What follows belongs to an exercise in optimizing a design on an open flow for small area and a short achievable clock period; a production flow would make more cautious choices. In this exercise RTL edits were held to simulation tests only and were not proved equivalent to the original. Power and IR drop assume default switching activity.

// adress_checker
module adress_checker(
    input clk,
    input rst,
    input [63:0] address,          
    input [63:0] size,             
    input valid,                   
    input [3:0] start,             
    input [3:0] complete,          
    output reg [1:0] dependency    
    );
Size in the first run: roughly 520 flip-flops, ~30000 um2 of cells after synthesis.
export LEC_CHECK = 0
export ABC_AREA = 1
export CAP_MARGIN = 20
export CORE_MARGIN = 2
export CORE_UTILIZATION = 50
export CTS_CLUSTER_DIAMETER = 100
export CTS_CLUSTER_SIZE = 25
export SETUP_SLACK_MARGIN = 3.0
export SLEW_MARGIN = 20
export TNS_END_PERCENT = 10
export BUFFER_PORTS_ARGS = -buffer_cell sky130_fd_sc_hd__buf_2
create_clock -name core_clock -period 7.5 [get_ports {clk}]
standard.sh (not shown) runs the stock make flow with config.mk's settings and CLKGATE_MAP_FILE= SYNTH_SCRIPT=/design/flow/synth_recipe.tcl, a recipe that flattens the netlist after the stock synthesis.
==> flow/flow/run.sh <==
#!/bin/bash
# Standard ORFS layout (standard.sh) with two changes:
# - the half/full adder cells are don't-use, so Yosys leaves adder and
#   comparator logic to ABC instead of extracting ha/fa cells;
# - the port buffers that buffer_ports inserts are buf_2 cells.
set -e
cat >> config.mk <<'EOF'
export DONT_USE_CELLS += sky130_fd_sc_hd__ha_1 sky130_fd_sc_hd__ha_2 sky130_fd_sc_hd__ha_4 sky130_fd_sc_hd__fa_1 sky130_fd_sc_hd__fa_2 sky130_fd_sc_hd__fa_4 sky130_fd_sc_hd__fah_1 sky130_fd_sc_hd__fahcin_1 sky130_fd_sc_hd__fahcon_1
export BUFFER_PORTS_ARGS = -buffer_cell sky130_fd_sc_hd__buf_2
EOF
bash standard.sh > standard.log 2>&1
Then changed:
--- a/flow/config.mk
+++ b/flow/config.mk
@@ -9,5 +9,5 @@
 export CAP_MARGIN = 20
 export CORE_MARGIN = 2
-export CORE_UTILIZATION = 50
+export CORE_UTILIZATION = 60
 export CTS_CLUSTER_DIAMETER = 100
 export CTS_CLUSTER_SIZE = 25
What happened: Die area falls by 16%. Worst setup slack gains 0.040 ns. Power falls by 1.6%. Synthesized cell count stays the same. Clock power falls by about 4%.
Then changed:
==> flow/run.sh (new file) <==
#!/bin/bash
# synth_recipe.tcl (not shown) runs the flow's synth.tcl, then flattens the netlist and writes it again
# the make line also repeats each setting of config.mk as NAME=value (left out here)
make -C /OpenROAD-flow-scripts/flow DESIGN_CONFIG=/design/flow/config.mk WORK_HOME=/design/flow/orfs CLKGATE_MAP_FILE= SYNTH_SCRIPT=/design/flow/synth_recipe.tcl finish
==> flow/config.mk (replaced) <==
export PLATFORM = sky130hd
export DESIGN_NAME = adress_checker
export DESIGN_NICKNAME = adress_checker
export VERILOG_FILES = /design/flow/design.v
export SDC_FILE = /design/flow/constraint.sdc
export NUM_CORES = 4
export LEC_CHECK = 0
export ABC_AREA = 1
export CAP_MARGIN = 20
export CORE_MARGIN = 2
export CORE_UTILIZATION = 60
export CTS_CLUSTER_DIAMETER = 100
export CTS_CLUSTER_SIZE = 30
export SETUP_SLACK_MARGIN = 3.0
export SLEW_MARGIN = 20
export TNS_END_PERCENT = 10
removed: flow/flow/run.sh
removed: flow/standard.sh
Non-clock buffer count goes up by 94.
First-iteration DRC count climbs by a quarter to a third.
Global-route usage climbs by 1.7 points.
Clock power came out lower by a few percent.
Wire length grows by a few percent.
Total power grows by about a fifth.
Die area stays flat.
Via count is higher slightly.
Cell count shrinks by a few percent.
Synthesized area barely changes.
Worst hold slack barely changes.
Then changed:
CTS_BUF_LIST = sky130_fd_sc_hd__clkbuf_4 sky130_fd_sc_hd__clkbuf_8   (was default)
CTS_CLUSTER_DIAMETER = default   (was 100)
CTS_CLUSTER_SIZE = default   (was 30)
SETUP_SLACK_MARGIN = default   (was 3.0)
TNS_END_PERCENT = default   (was 10)
After rerunning: The new run produced a clean layout; wire length goes down by a little under a tenth; maximum frequency shrinks by about a fifth; core utilization came out lower by 5.6 points.

adress_checker again, from the RTL that the note above started with.
==> flow/config.mk <==
export PLATFORM = sky130hd
export DESIGN_NAME = adress_checker
export DESIGN_NICKNAME = adress_checker
export VERILOG_FILES = /design/flow/design.v
export SDC_FILE = /design/flow/constraint.sdc
export NUM_CORES = 4
export LEC_CHECK = 0
export ABC_AREA = 1
export CAP_MARGIN = 20
export CORE_MARGIN = 2
export CORE_UTILIZATION = 60
export CTS_CLUSTER_DIAMETER = 100
export CTS_CLUSTER_SIZE = 30
export SETUP_SLACK_MARGIN = 3.0
export SLEW_MARGIN = 20
export TNS_END_PERCENT = 10
export DONT_USE_CELLS += sky130_fd_sc_hd__ha_1 sky130_fd_sc_hd__ha_2 sky130_fd_sc_hd__ha_4 sky130_fd_sc_hd__fa_1 sky130_fd_sc_hd__fa_2 sky130_fd_sc_hd__fa_4 sky130_fd_sc_hd__fah_1 sky130_fd_sc_hd__fahcin_1 sky130_fd_sc_hd__fahcon_1
export BUFFER_PORTS_ARGS = -buffer_cell sky130_fd_sc_hd__buf_2
==> flow/constraint.sdc <==
create_clock -name core_clock -period 7.5 [get_ports {clk}]
set_input_delay 1.5000 -clock core_clock [delete_from_list [all_inputs] [get_ports {clk}]]
set_output_delay 1.5000 -clock core_clock [all_outputs]
set_load 0.01 [all_outputs]
==> flow/flow/run.sh <==
#!/bin/bash
# Standard ORFS layout (standard.sh) with two changes:
# - the half/full adder cells are don't-use, so Yosys leaves adder and
#   comparator logic to ABC instead of extracting ha/fa cells;
# - the port buffers that buffer_ports inserts are buf_2 cells.
set -e
cat >> config.mk <<'EOF'
export DONT_USE_CELLS += sky130_fd_sc_hd__ha_1 sky130_fd_sc_hd__ha_2 sky130_fd_sc_hd__ha_4 sky130_fd_sc_hd__fa_1 sky130_fd_sc_hd__fa_2 sky130_fd_sc_hd__fa_4 sky130_fd_sc_hd__fah_1 sky130_fd_sc_hd__fahcin_1 sky130_fd_sc_hd__fahcon_1
export BUFFER_PORTS_ARGS = -buffer_cell sky130_fd_sc_hd__buf_2
EOF
bash standard.sh > standard.log 2>&1
The first run ran to the end with no violations.
==> next run, changes <==
==> flow/run.sh (new file) <==
#!/bin/bash
# synth_recipe.tcl (not shown) runs the flow's synth.tcl, then flattens the netlist and writes it again
# the make line also repeats each setting of config.mk as NAME=value (left out here)
make -C /OpenROAD-flow-scripts/flow DESIGN_CONFIG=/design/flow/config.mk WORK_HOME=/design/flow/orfs CLKGATE_MAP_FILE= SYNTH_SCRIPT=/design/flow/synth_recipe.tcl finish
==> flow/config.mk (replaced) <==
export PLATFORM = sky130hd
export DESIGN_NAME = adress_checker
export DESIGN_NICKNAME = adress_checker
export VERILOG_FILES = /design/flow/design.v
export SDC_FILE = /design/flow/constraint.sdc
export NUM_CORES = 4
export LEC_CHECK = 0
export ABC_AREA = 1
export CAP_MARGIN = 20
export CORE_MARGIN = 2
export CORE_UTILIZATION = 40
export SETUP_SLACK_MARGIN = 0.1
export SLEW_MARGIN = 20
removed: flow/flow/run.sh
removed: flow/standard.sh
Flip-flop and latch count is unchanged.
Wire length is lower by 0.56%.
Final area is higher by 1.1%.
Worst hold slack gets worse by 0.0056 ns.
Setup slack gets worse by 1.7 ns.
Maximum frequency is lower by 28%.
Utilization is lower by 23 points.
Global-route usage is lower by 11 points.
Sequential power is higher by about 4%.
Count of clock-buffer cells in the layout is higher by 63.
Area after synthesis stays flat.
==> next run, changes <==
==> flow/flow/run.sh (new file) <==
#!/bin/bash
# Standard ORFS layout (standard.sh) with two changes:
# - the half/full adder cells are don't-use, so Yosys leaves adder and
#   comparator logic to ABC instead of extracting ha/fa cells;
# - the port buffers that buffer_ports inserts are buf_2 cells.
set -e
cat >> config.mk <<'EOF'
export DONT_USE_CELLS += sky130_fd_sc_hd__ha_1 sky130_fd_sc_hd__ha_2 sky130_fd_sc_hd__ha_4 sky130_fd_sc_hd__fa_1 sky130_fd_sc_hd__fa_2 sky130_fd_sc_hd__fa_4 sky130_fd_sc_hd__fah_1 sky130_fd_sc_hd__fahcin_1 sky130_fd_sc_hd__fahcon_1
export BUFFER_PORTS_ARGS = -buffer_cell sky130_fd_sc_hd__buf_2
EOF
bash standard.sh > standard.log 2>&1
==> flow/standard.sh (new file) <==
#!/bin/bash
# synth_recipe.tcl (not shown) runs the flow's synth.tcl, then flattens the netlist and writes it again
# the make line also repeats each setting of config.mk as NAME=value (left out here)
make -C /OpenROAD-flow-scripts/flow DESIGN_CONFIG=/design/flow/config.mk WORK_HOME=/design/flow/orfs CLKGATE_MAP_FILE= SYNTH_SCRIPT=/design/flow/synth_recipe.tcl "${@:-finish}"
--- a/flow/config.mk
+++ b/flow/config.mk
@@ -10,4 +10,10 @@
 export CORE_MARGIN = 2
-export CORE_UTILIZATION = 40
-export SETUP_SLACK_MARGIN = 0.1
+export CORE_UTILIZATION = 70
+export CTS_CLUSTER_DIAMETER = 100
+export CTS_CLUSTER_SIZE = 25
+export GPL_TIMING_DRIVEN = 1
+export SETUP_SLACK_MARGIN = 3.5
 export SLEW_MARGIN = 20
+export TNS_END_PERCENT = 10
+export DONT_USE_CELLS += sky130_fd_sc_hd__ha_1 sky130_fd_sc_hd__ha_2 sky130_fd_sc_hd__ha_4 sky130_fd_sc_hd__fa_1 sky130_fd_sc_hd__fa_2 sky130_fd_sc_hd__fa_4 sky130_fd_sc_hd__fah_1 sky130_fd_sc_hd__fahcin_1 sky130_fd_sc_hd__fahcon_1
+export BUFFER_PORTS_ARGS = -buffer_cell sky130_fd_sc_hd__buf_2
removed: flow/run.sh
What happened: Clock power goes down by well over a third. Die area goes down by well over a third. Synthesized cell count goes up by a few percent. Total power goes down by about a fifth.

run A:
adress_checker, a different RTL version from the one above (not shown whole).
Size in the first run: ~4500 cells after synthesis, ~530 flip-flops, ~140 I/O pins.
==> flow/config.mk <==
export PLATFORM = sky130hd
export DESIGN_NAME = adress_checker
export DESIGN_NICKNAME = adress_checker
export VERILOG_FILES = /design/flow/design.v
export SDC_FILE = /design/flow/constraint.sdc
export NUM_CORES = 4
export LEC_CHECK = 0
export ABC_AREA = 1
export CAP_MARGIN = 20
export CORE_MARGIN = 2
export CORE_UTILIZATION = 60
export CTS_CLUSTER_DIAMETER = 100
export CTS_CLUSTER_SIZE = 25
export SETUP_SLACK_MARGIN = 3.3
export SLEW_MARGIN = 20
export TNS_END_PERCENT = 10
export DONT_USE_CELLS += sky130_fd_sc_hd__ha_1 sky130_fd_sc_hd__ha_2 sky130_fd_sc_hd__ha_4 sky130_fd_sc_hd__fa_1 sky130_fd_sc_hd__fa_2 sky130_fd_sc_hd__fa_4 sky130_fd_sc_hd__fah_1 sky130_fd_sc_hd__fahcin_1 sky130_fd_sc_hd__fahcon_1
export BUFFER_PORTS_ARGS = -buffer_cell sky130_fd_sc_hd__buf_2
==> flow/constraint.sdc <==
create_clock -name core_clock -period 7.5 [get_ports {clk}]
set_input_delay 1.5000 -clock core_clock [delete_from_list [all_inputs] [get_ports {clk}]]
set_output_delay 1.5000 -clock core_clock [all_outputs]
set_load 0.01 [all_outputs]
==> flow/flow/run.sh <==
#!/bin/bash
# Standard ORFS layout (standard.sh) with two changes:
# - the half/full adder cells are don't-use, so Yosys leaves adder and
#   comparator logic to ABC instead of extracting ha/fa cells;
# - the port buffers that buffer_ports inserts are buf_2 cells.
set -e
cat >> config.mk <<'EOF'
export DONT_USE_CELLS += sky130_fd_sc_hd__ha_1 sky130_fd_sc_hd__ha_2 sky130_fd_sc_hd__ha_4 sky130_fd_sc_hd__fa_1 sky130_fd_sc_hd__fa_2 sky130_fd_sc_hd__fa_4 sky130_fd_sc_hd__fah_1 sky130_fd_sc_hd__fahcin_1 sky130_fd_sc_hd__fahcon_1
export BUFFER_PORTS_ARGS = -buffer_cell sky130_fd_sc_hd__buf_2
EOF
bash standard.sh > standard.log 2>&1
Run A went all the way through the flow, and no timing, DRC or antenna check failed.
Setup changes, run A to run B
diff --git a/flow/config.mk b/flow/config.mk
--- a/flow/config.mk
+++ b/flow/config.mk
@@ -14 +14 @@
-export SETUP_SLACK_MARGIN = 3.3
+export SETUP_SLACK_MARGIN = 3.0
Results
From run A to run B the numbers moved as follows: via count decreased by 298 relative to the old numbers, clock share of power increased by 0.2 points relative to the old numbers, cell area decreased by 600 µm² relative to the old numbers, power decreased by about 0.9% relative to the old numbers.
| signed area change from the synthesized netlist to the final layout | run B vs run A | 2.0 points lower |
Any difference in register-to-register slack between run B and run A is small enough to ignore.
Summary of run B over run A: post-synthesis share of cell area spent on xor and xnor gates now sits at about the same level, hold slack now sits at about the same level.
diff inputs: run B => run C
diff --git a/flow/config.mk b/flow/config.mk
--- a/flow/config.mk
+++ b/flow/config.mk
@@ -14 +14 @@
-export SETUP_SLACK_MARGIN = 3.0
+export SETUP_SLACK_MARGIN = 3.2
@@ -16 +16 @@
-export TNS_END_PERCENT = 10
+export TNS_END_PERCENT = 0
Findings:
~same wire length in run B and run C
Run C has count of TritonRoute iterations in the first routing pass above what run B had.
Taking run B as the reference, in run C wire length on met1 shows an increase of 1.1%, overall power consumption saw little to no change, post-route cell area closely matched the old numbers.
diff inputs: run C => run D
==> flow/run.sh (new file) <==
#!/bin/bash
# synth_recipe.tcl (not shown) runs the flow's synth.tcl, then flattens the netlist and writes it again
# the make line also repeats each setting of config.mk as NAME=value (left out here)
make -C /OpenROAD-flow-scripts/flow DESIGN_CONFIG=/design/flow/config.mk WORK_HOME=/design/flow/orfs CLKGATE_MAP_FILE= SYNTH_SCRIPT=/design/flow/synth_recipe.tcl finish
diff --git a/flow/config.mk b/flow/config.mk
--- a/flow/config.mk
+++ b/flow/config.mk
@@ -16,3 +16 @@
-export TNS_END_PERCENT = 0
-export DONT_USE_CELLS += sky130_fd_sc_hd__ha_1 sky130_fd_sc_hd__ha_2 sky130_fd_sc_hd__ha_4 sky130_fd_sc_hd__fa_1 sky130_fd_sc_hd__fa_2 sky130_fd_sc_hd__fa_4 sky130_fd_sc_hd__fah_1 sky130_fd_sc_hd__fahcin_1 sky130_fd_sc_hd__fahcon_1
-export BUFFER_PORTS_ARGS = -buffer_cell sky130_fd_sc_hd__buf_2
+export TNS_END_PERCENT = 10
removed: flow/flow/run.sh
removed: flow/standard.sh
Notes after the runs:
Between run C and run D, die height decreased.
Largest fanout on the critical path in run D vs run C: down 5
Compared with run C, run D instantiates a smaller number of standard cells.
The total of fill cells in the finished design number comes out lower for run D vs run C.
Run C -> run D: global-route wire length before repair increased by a few percent
Changes observed in run D relative to run C: post-synthesis adder-cell area fraction increased 3.1 points, mean area per synthesized cell picked up an extra 3.1%, final critical-path share of the clock period went up 6.8 points, sequential share of layout area saw a decrease, data arrival time of the critical path up 0.51 ns.
Against run C, run D reports a highest achievable clock rate that is lower.
Inputs modified between run D and run E:
==> flow/flow/run.sh (new file) <==
#!/bin/bash
# Standard ORFS layout (standard.sh) with two changes:
# - the half/full adder cells are don't-use, so Yosys leaves adder and
#   comparator logic to ABC instead of extracting ha/fa cells;
# - the port buffers that buffer_ports inserts are buf_2 cells.
set -e
cat >> config.mk <<'EOF'
export DONT_USE_CELLS += sky130_fd_sc_hd__ha_1 sky130_fd_sc_hd__ha_2 sky130_fd_sc_hd__ha_4 sky130_fd_sc_hd__fa_1 sky130_fd_sc_hd__fa_2 sky130_fd_sc_hd__fa_4 sky130_fd_sc_hd__fah_1 sky130_fd_sc_hd__fahcin_1 sky130_fd_sc_hd__fahcon_1
export BUFFER_PORTS_ARGS = -buffer_cell sky130_fd_sc_hd__buf_2
EOF
bash standard.sh > standard.log 2>&1
==> flow/standard.sh (new file) <==
#!/bin/bash
# synth_recipe.tcl (not shown) runs the flow's synth.tcl, then flattens the netlist and writes it again
# the make line also repeats each setting of config.mk as NAME=value (left out here)
make -C /OpenROAD-flow-scripts/flow DESIGN_CONFIG=/design/flow/config.mk WORK_HOME=/design/flow/orfs CLKGATE_MAP_FILE= SYNTH_SCRIPT=/design/flow/synth_recipe.tcl "${@:-finish}"
diff --git a/flow/config.mk b/flow/config.mk
--- a/flow/config.mk
+++ b/flow/config.mk
@@ -16,0 +17,2 @@
+export DONT_USE_CELLS += sky130_fd_sc_hd__ha_1 sky130_fd_sc_hd__ha_2 sky130_fd_sc_hd__ha_4 sky130_fd_sc_hd__fa_1 sky130_fd_sc_hd__fa_2 sky130_fd_sc_hd__fa_4 sky130_fd_sc_hd__fah_1 sky130_fd_sc_hd__fahcin_1 sky130_fd_sc_hd__fahcon_1
+export BUFFER_PORTS_ARGS = -buffer_cell sky130_fd_sc_hd__buf_2
removed: flow/run.sh
[summary]
Re residual antenna-violating net count after detailed routing: no difference whatsoever between run E and run D. In run E relative to run D, wire length on met3 had gone down by more than 10%. Summary: with run D as the reference, area of all placed cells without fillers in run E moved down by a few percent. Run E ended with less count of plain and timing-repair buffers in the layout than run D. Global-route usage came out lower on run E than on run D. Overall power after layout (run E over run D): decrease, about 4.4%. Comparing run E against run D, there is no change at all in total global routing overflow. Going from run D to run E, synthesized area up about 0.9%; slew at the pin closest to its max-slew limit down 0.077 ns.
For run F, these inputs were changed with respect to run E:
diff --git a/flow/config.mk b/flow/config.mk
--- a/flow/config.mk
+++ b/flow/config.mk
@@ -14 +14 @@
-export SETUP_SLACK_MARGIN = 3.2
+export SETUP_SLACK_MARGIN = 3.1
### Flow results
Run F vs. run E: global-route track usage on met1 now sits lower; clock skew after layout has remained practically unchanged; time the worst path needs with I/O delays and setup moved down. Run F: power about 3% above run E.

separate check: timing with driven ports:
No port has a modelled driver above. Below, the same layouts with a new extraction and two added sets of constraints. Step 1: set_driving_cell puts a clkbuf_16 on clk and a buf_2 on each other input, an assumption about the parent block. Step 2 also shifts input and output timing later by t, the mid clock arrival at the registers, as if the neighbouring blocks saw the same clock. a / b / c = ideal ports / drivers / drivers and shift; a / b = the first two.
run | shift t [ns] | setup WS [ns] | latest minus earliest clock arrival (ns)
the first run of note 1 | 0.656 | 3.115 / 3.154 / 2.498 | 0.022 / 0.022
the second run of note 1 | 0.649 | 3.155 / 3.195 / 2.546 | 0.030 / 0.031
the third run of note 1 | 0.641 | 2.780 / 2.755 / 2.114 | 0.033 / 0.032
the fourth run of note 1 | 0.724 | 1.453 / 1.485 / 0.761 | 0.030 / 0.030
the first run of note 2 | 0.628 | 3.102 / 3.130 / 2.502 | 0.022 / 0.022
the second run of note 2 | 0.688 | 1.400 / 1.442 / 0.754 | 0.033 / 0.033
the third run of note 2 | 0.638 | 3.110 / 3.145 / 2.507 | 0.021 / 0.022
run A | 0.657 | 3.154 / 3.192 / 2.535 | 0.029 / 0.029
run B | 0.659 | 3.020 / 3.061 / 2.402 | 0.027 / 0.027
run C | 0.655 | 3.110 / 3.148 / 2.492 | 0.029 / 0.029
run D | 0.643 | 2.602 / 2.626 / 1.983 | 0.030 / 0.029
run E | 0.655 | 3.110 / 3.148 / 2.492 | 0.029 / 0.029
run F | 0.656 | 3.151 / 3.183 / 2.527 | 0.030 / 0.030
After both steps every run listed still meets setup and hold. The setup slack of the fourth run of note 1, which loses most, moves by +0.032 ns with the drivers and by -0.692 ns with both steps.
